This is an optimization exercise on Yosys and OpenROAD, whose aim is small area and a short achievable clock period, not a production implementation. Function was checked by simulation only, so behaviour that the tests miss may differ from the original. Power is estimated from default activity; no workload was simulated.

== run A ==
==> flow/design.v <==
`timescale 1ns / 1ps
module ALU(
    input  logic [31:0] a,
    input  logic [31:0] b,
    input  logic        sub,         
    input  logic        arith,       
    input  logic [2:0]  f3,
    input  logic        i30,         
    output logic [31:0] sum,
    output logic        lt,          
    output logic        ltu,         
    output logic        eq,          
    output logic [31:0] y
    );
    logic [32:0] sum_x;              
    assign sum_x = {a, 1'b1} + {b ^ {32{sub}}, sub};
    assign sum   = sum_x[32:1];
    assign ltu = (a[31] ^ b[31]) ? b[31] : sum[31];
    assign lt  = (a[31] ^ b[31]) ? a[31] : sum[31];
    logic [31:0] x_xor;
    assign x_xor = a ^ b;
    assign eq = ~|x_xor;
    logic [31:0] sh_in, sr_r, sll_r;
    logic        sh_left;
    assign sh_left = ~f3[2];
    always_comb begin
        for (int k = 0; k < 32; k++) begin
            sh_in[k] = sh_left ? a[31 - k] : a[k];
            sll_r[k] = sr_r[31 - k];
        end
    end
    assign sr_r = 32'($signed({~sh_left & i30 & a[31], sh_in}) >>> b[4:0]);
    always_comb begin
        if (~arith) y = sum;
        else case (f3)
            3'b000: y = sum;
            3'b001: y = sll_r;
            3'b010: y = {31'd0, lt};
            3'b011: y = {31'd0, ltu};
            3'b100: y = x_xor;
            3'b101: y = sr_r;
            3'b110: y = a | b;
            default: y = a & b;
        endcase
    end
endmodule
`timescale 1ns / 1ps
module Register_File(
    input  logic [32*31-1:0] r,      
    input  logic [31:1]      sel,
    output logic [31:0]      q
    );
    logic [31:0] t [0:31];
    always_comb begin
        t[0] = 32'd0;
        for (int i = 1; i < 32; i++) t[i] = {32{sel[i]}} & r[32*(i-1) +: 32];
        for (int w = 16; w >= 1; w = w / 2)
            for (int i = 0; i < w; i++) t[i] = t[2*i] | t[2*i + 1];
    end
    assign q = t[0];
endmodule
module RF_Decode(
    input  logic [31:1] v,
    input  logic [4:0]  a,
    output logic [31:1] sel
    );
    logic [3:0] lo;
    logic [7:0] hi;
    always_comb begin
        for (int k = 0; k < 4; k++) lo[k] = (a[1:0] == 2'(k));
        for (int k = 0; k < 8; k++) hi[k] = (a[4:2] == 3'(k));
        for (int i = 1; i < 32; i++) sel[i] = lo[i % 4] & hi[i / 4] & v[i];
    end
endmodule
`timescale 1ns / 1ps
module RISCV_Processor(
    input  logic        reset,
    input  logic        clk,
    input  logic [31:0] Instruction,
    output logic [31:0] PC_out,
    output logic [31:0] ALU_Output
    );
    logic [31:0] I;
    assign I = Instruction;
    logic b2, b3, b4, b5, b6;
    assign {b6, b5, b4, b3, b2} = I[6:2];
    logic [2:0] f3;
    assign f3 = I[14:12];
    logic is_lui, is_auipc, is_jal, is_jalr, is_br, is_ld, is_st, is_imm, is_op;
    assign is_jal   = b3;
    assign is_jalr  = b6 & b2 & ~b3;
    assign is_br    = b6 & ~b2;
    assign is_ld    = ~b6 & ~b4 & ~b5;
    assign is_st    = ~b6 & ~b4 & b5;
    assign is_lui   = ~b6 & b4 & b5 & b2;
    assign is_auipc = ~b6 & b4 & ~b5 & b2;
    assign is_imm   = ~b6 & b4 & ~b5 & ~b2;
    assign is_op    = ~b6 & b4 & b5 & ~b2;
    logic arith;                      
    assign arith = ~b6 & b4 & ~b2;
    logic [31:0] imm_is;              
    assign imm_is = {{21{I[31]}}, I[30:25], is_st ? I[11:7] : I[24:20]};
    logic [31:0] imm_pc;              
    always_comb begin
        if (b6 & ~b2)      imm_pc = {{20{I[31]}}, I[7], I[30:25], I[11:8], 1'b0};      
        else if (b6)       imm_pc = {{12{I[31]}}, I[19:12], I[20], I[30:21], 1'b0};    
        else               imm_pc = {I[31:12], 12'd0};                                 
    end
    logic [31:0] R [1:31];
    logic [31:1] rv;                  
    logic [31:0] rs1v, rs2v;
    logic [31:1] wen;
    logic [31:0] wd;
    logic        rwrite;
    assign rwrite = ~is_br & ~is_st;
    logic [32*31-1:0] Rf;             
    always_comb begin
        for (int i = 1; i < 32; i++) begin
            Rf[32*(i-1) +: 32] = R[i];
            wen[i] = (I[11:7] == 5'(i)) & rwrite;
        end
    end
    logic [31:1] selA, selB;
    RF_Decode DA (.v(rv), .a(I[19:15]), .sel(selA));
    RF_Decode DB (.v(rv), .a(I[24:20]), .sel(selB));
    Register_File RA (.r(Rf), .sel(selA), .q(rs1v));
    Register_File RB (.r(Rf), .sel(selB), .q(rs2v));
    always_ff @(posedge clk or posedge reset) begin
        if (reset) rv <= '0;
        else       rv <= rv | wen;
    end
    always_ff @(posedge clk) begin
        for (int i = 1; i < 32; i++)
            if (wen[i]) R[i] <= wd;
    end
    logic [31:0] opb;
    assign opb = (is_op | is_br) ? rs2v : imm_is;
    logic sub;
    assign sub = is_br | (arith & ((f3 == 3'b010) | (f3 == 3'b011) | (is_op & I[30] & (f3 == 3'b000))));
    logic [31:0] sum, alu;
    logic        ltu, lt, eq;
    ALU AL (.a(rs1v), .b(opb), .sub(sub), .arith(arith), .f3(f3), .i30(I[30]),
            .sum(sum), .lt(lt), .ltu(ltu), .eq(eq), .y(alu));
    assign ALU_Output = alu;
    logic [31:1] pc;
    assign PC_out = {pc, 1'b0};
    logic [31:0] pc4, pcimm;
    assign pc4   = PC_out + 32'd4;
    assign pcimm = PC_out + imm_pc;
    logic taken;
    assign taken = (f3[2] ? (f3[1] ? ltu : lt) : eq) ^ f3[0];
    logic [31:1] npc;
    always_comb begin
        if (is_jalr)                      npc = sum[31:1];
        else if (is_jal | (is_br & taken)) npc = pcimm[31:1];
        else                              npc = pc4[31:1];
    end
    always_ff @(posedge clk or posedge reset) begin
        if (reset) pc <= '0;
        else       pc <= npc;
    end
    logic [7:0] M [0:15];
    logic [15:0] mv;
    logic [3:0] a;
    assign a = sum[3:0];
    logic [31:0] wrot;
    always_comb begin
        case (a[1:0])
            2'd0: wrot = rs2v;
            2'd1: wrot = {rs2v[23:0], rs2v[31:24]};
            2'd2: wrot = {rs2v[15:0], rs2v[31:16]};
            default: wrot = {rs2v[7:0], rs2v[31:8]};
        endcase
    end
    logic [15:0] mwen;
    always_comb begin
        for (int j = 0; j < 16; j++) begin
            logic [3:0] d;
            d = 4'(j) - a;
            mwen[j] = is_st & ((d == 4'd0) | ((d == 4'd1) & (f3[1] | f3[0])) | ((d[3:1] == 3'd1) & f3[1]));
        end
    end
    always_ff @(posedge clk or posedge reset) begin
        if (reset) mv <= '0;
        else       mv <= mv | mwen;
    end
    always_ff @(posedge clk) begin
        for (int j = 0; j < 16; j++)
            if (mwen[j]) M[j] <= wrot[8*(j%4) +: 8];
    end
    logic [8:0] E [0:15];
    logic [8:0] bw [0:3];
    logic [8:0] lb [0:3];
    always_comb begin
        for (int j = 0; j < 16; j++) E[j] = {mv[j], M[j]};
        for (int b = 0; b < 4; b++) begin
            logic [1:0] w;
            w = a[3:2] + {1'b0, (2'(b) < a[1:0])};
            case (w)
                2'd0: bw[b] = E[b];
                2'd1: bw[b] = E[4 + b];
                2'd2: bw[b] = E[8 + b];
                default: bw[b] = E[12 + b];
            endcase
        end
        for (int k = 0; k < 4; k++) begin
            case (a[1:0])
                2'd0: lb[k] = bw[k];
                2'd1: lb[k] = bw[(k + 1) % 4];
                2'd2: lb[k] = bw[(k + 2) % 4];
                default: lb[k] = bw[(k + 3) % 4];
            endcase
        end
    end
    logic [7:0] by0, by1, by2, by3;
    assign by0 = lb[0][7:0] & {8{lb[0][8]}};
    assign by1 = lb[1][7:0] & {8{lb[1][8]}};
    assign by2 = lb[2][7:0] & {8{lb[2][8]}};
    assign by3 = lb[3][7:0] & {8{lb[3][8]}};
    logic lsign;
    assign lsign = ~f3[2] & (f3[0] ? by1[7] : by0[7]);
    logic [31:0] ldata;
    assign ldata = {f3[1] ? {by3, by2} : {16{lsign}},
                    (f3[1] | f3[0]) ? by1 : {8{lsign}},
                    by0};
    always_comb begin
        if (is_ld)                  wd = ldata;
        else if (is_lui)            wd = imm_pc;
        else if (is_auipc)          wd = pcimm;
        else if (is_jal | is_jalr)  wd = pc4;
        else                        wd = alu;
    end
endmodule
Settings: LEC_CHECK=0, CAP_MARGIN=20, CORE_MARGIN=2, CORE_UTILIZATION=45, PLACE_DENSITY=0.65, SETUP_SLACK_MARGIN=5, SLEW_MARGIN=20, TNS_END_PERCENT=0; clock period 13.0 ns.
standard.sh (not shown) runs the stock make flow with config.mk's settings and CLKGATE_MAP_FILE= SYNTH_SCRIPT=/design/flow/synth_recipe.tcl, a recipe that flattens the netlist after the stock synthesis.
==> flow/flow/run.sh <==
#!/bin/bash
# Layout flow: the standard ORFS flow (standard.sh) with these changes.
#  1. Synthesis is synth_recipe.tcl unchanged except for its ABC technology-mapping
#     call. The modules ALU, Register_File (one read port's AND-OR) and RF_Decode
#     (one read port's select decoder) are kept apart until that call, which maps
#     ALU with ORFS's area script (flow/map.abc), RF_Decode with ORFS's speed
#     script (flow/speed.abc), Register_File with a delay-targeted mapping
#     (flow/relaxed.abc) and the rest with an area-recovering script
#     (flow/area.abc). synth_recipe.tcl then flattens the design as usual.
#     Registers are mapped before ABC runs and all sit in the top module, so they
#     are the standard synthesis's.
#  2. Clock tree synthesis uses clkbuf_8 buffers, clusters of at most 12 sinks
#     within 50 um, and inserts no dummy loads.
#  3. Ports are buffered with buf_1 cells; timing repair resizes them where needed.
#  4. Timing repair does not clone gates (a clone can overload its driver, and
#     no design repair runs after the last timing repair).
# Each tool's full output goes to the ORFS logs under orfs/logs/, and make's own
# output to flow_make.log, in the folder this runs in.
set -euo pipefail
W=$(pwd)

{
  cat <<'TCL'
proc abc {args} {
  set i [lsearch -exact $args -script]
  set j [expr {$i + 1}]
  set done [list]
  foreach {m sc} $::env(OWN_ABC_MAP) {
    yosys abc {*}[lreplace $args $j $j $sc] $m
    lappend done $m
  }
  foreach m [split [string trim [tee -q -s result.string select -list-mod *]] "\n"] {
    if {[lsearch -exact $done $m] < 0} {
      yosys abc {*}[lreplace $args $j $j $::env(OWN_ABC_SCRIPT)] $m
    }
  }
}
TCL
  cat "$W/synth_recipe.tcl"
} > "$W/own_synth.tcl"
export OWN_ABC_SCRIPT="$W/flow/area.abc"
export OWN_ABC_MAP="ALU $W/flow/map.abc RF_Decode $W/flow/speed.abc Register_File $W/flow/relaxed.abc"

sed -e "s#SYNTH_SCRIPT=[^ ]*#SYNTH_SCRIPT=$W/own_synth.tcl#" "$W/standard.sh" > "$W/own_standard.sh"
grep -q "SYNTH_SCRIPT=$W/own_synth.tcl" "$W/own_standard.sh"

bash "$W/own_standard.sh" \
  "SYNTH_KEEP_MODULES=ALU Register_File RF_Decode" \
  "CTS_ARGS=-sink_clustering_enable -repair_clock_nets -buf_list sky130_fd_sc_hd__clkbuf_8 -dont_use_dummy_load -sink_clustering_size 12 -sink_clustering_max_diameter 50" \
  "BUFFER_PORTS_ARGS=-buffer_cell sky130_fd_sc_hd__buf_1" \
  "SKIP_GATE_CLONING=1" \
  finish > "$W/flow_make.log" 2>&1
test -s "$W/out/final.def"
==> flow/flow/relaxed.abc <==
strash
dch
map -D 600
topo
stime -c
buffer -c
upsize -c
dnsize -c
Other scripts of this flow, unchanged in this note and not shown: flow/flow/area.abc, flow/flow/map.abc, flow/flow/speed.abc
Run A: PASS, flow complete, no timing, DRC or antenna violations
Input changes introduced in run B (baseline for comparison: run A):
Settings: PLACE_DENSITY no longer set, was 0.65; CORE_UTILIZATION now 40, was 45.
--- a/flow/flow/run.sh
+++ b/flow/flow/run.sh
@@ -5,6 +5,6 @@
 #     (one read port's select decoder) are kept apart until that call, which maps
 #     ALU with ORFS's area script (flow/map.abc), RF_Decode with ORFS's speed
-#     script (flow/speed.abc), Register_File with a delay-targeted mapping
-#     (flow/relaxed.abc) and the rest with an area-recovering script
+#     script (flow/speed.abc), Register_File with a delay-relaxed area-recovering
+#     script (flow/relaxed.abc) and the rest with an area-recovering script
 #     (flow/area.abc). synth_recipe.tcl then flattens the design as usual.
 #     Registers are mapped before ABC runs and all sit in the top module, so they
@@ -13,6 +13,4 @@
 #     within 50 um, and inserts no dummy loads.
 #  3. Ports are buffered with buf_1 cells; timing repair resizes them where needed.
-#  4. Timing repair does not clone gates (a clone can overload its driver, and
-#     no design repair runs after the last timing repair).
 # Each tool's full output goes to the ORFS logs under orfs/logs/, and make's own
 # output to flow_make.log, in the folder this runs in.
@@ -49,5 +47,4 @@
   "CTS_ARGS=-sink_clustering_enable -repair_clock_nets -buf_list sky130_fd_sc_hd__clkbuf_8 -dont_use_dummy_load -sink_clustering_size 12 -sink_clustering_max_diameter 50" \
   "BUFFER_PORTS_ARGS=-buffer_cell sky130_fd_sc_hd__buf_1" \
-  "SKIP_GATE_CLONING=1" \
   finish > "$W/flow_make.log" 2>&1
 test -s "$W/out/final.def"
==> flow/flow/relaxed.abc <==
strash
&get -n
&dch -f
&nf -R 30
&put
strash
&get -n
&dch -f
&nf -R 30
&put
strash
&get -n
&dch -f
&nf -R 30
&put
buffer -c
upsize -c
dnsize -c
==> comparison <==
Run A and run B: one clean run, run A; the rest did not finish clean.
Diff run A -> run B: instance area after placement now sits at about the same level; synthesized-area fraction occupied by adder cells flat; cell count dropped 108; multi-input combinational cell area now smaller.
Final cell area: run B below run A
From run A to run B the numbers moved as follows: wire length of the first global-routing pass has increased; total number of vias fell by 630; reported leakage power went down 1.2 nW; global-route usage lost 2.8 points.
Changes observed in run B relative to run A: wire length climbed about 3%, number of pins with negative max-slew slack in the final report went up by 3.
Input changes introduced in run C (baseline for comparison: run B):
Settings: swapping 40 for 55 in CORE_UTILIZATION; putting PLACE_DENSITY at 0.7 where nothing was set.
--- a/flow/flow/run.sh
+++ b/flow/flow/run.sh
@@ -13,4 +13,6 @@
 #     within 50 um, and inserts no dummy loads.
 #  3. Ports are buffered with buf_1 cells; timing repair resizes them where needed.
+#  4. Timing repair does not clone gates (a clone can overload its driver, and
+#     no design repair runs after the last timing repair).
 # Each tool's full output goes to the ORFS logs under orfs/logs/, and make's own
 # output to flow_make.log, in the folder this runs in.
@@ -47,4 +49,5 @@
   "CTS_ARGS=-sink_clustering_enable -repair_clock_nets -buf_list sky130_fd_sc_hd__clkbuf_8 -dont_use_dummy_load -sink_clustering_size 12 -sink_clustering_max_diameter 50" \
   "BUFFER_PORTS_ARGS=-buffer_cell sky130_fd_sc_hd__buf_1" \
+  "SKIP_GATE_CLONING=1" \
   finish > "$W/flow_make.log" 2>&1
 test -s "$W/out/final.def"
--- outcome ---
Run C improves on run B in routed wire length. Run C vs. run B: share of the core filled with cells increased by 16 points relative to the old numbers; final layout net count decreased by 35 relative to the old numbers; first-pass GRT wire length decreased by about 6% relative to the old numbers. Run C has completed all stages; timing, DRC and antenna checks passed.

-- static timing again, ports no longer ideal --
No port has a modelled driver above. Below, the same layouts with a new extraction and two added sets of constraints.
Step 1, drivers: a clkbuf_16 drives clk and a buf_2 each remaining input, both assumed.
Step 2, shift: input delay + t, output delay - t, t = (earliest + latest rising clock arrival at the registers) / 2. This alone moves slack from input paths to output paths.
Slacks: no drivers / after step 1 / after step 2; pairs: no drivers / after step 1.
| run | t (ns) | setup slack, ns | hold WS [ns] |
|---|---|---|---|
| run A | 0.943 | 3.507 / 3.411 / 2.861 | 0.466 / 0.466 / 0.466 |
| run B | 0.943 | 3.201 / 3.150 / 2.519 | 0.469 / 0.469 / 0.469 |
| run C | 0.889 | 3.145 / 3.123 / 2.691 | 0.469 / 0.469 / 0.469 |
The setup slack of run B, which loses most, moves by -0.051 ns with the drivers and by -0.682 ns with both steps.
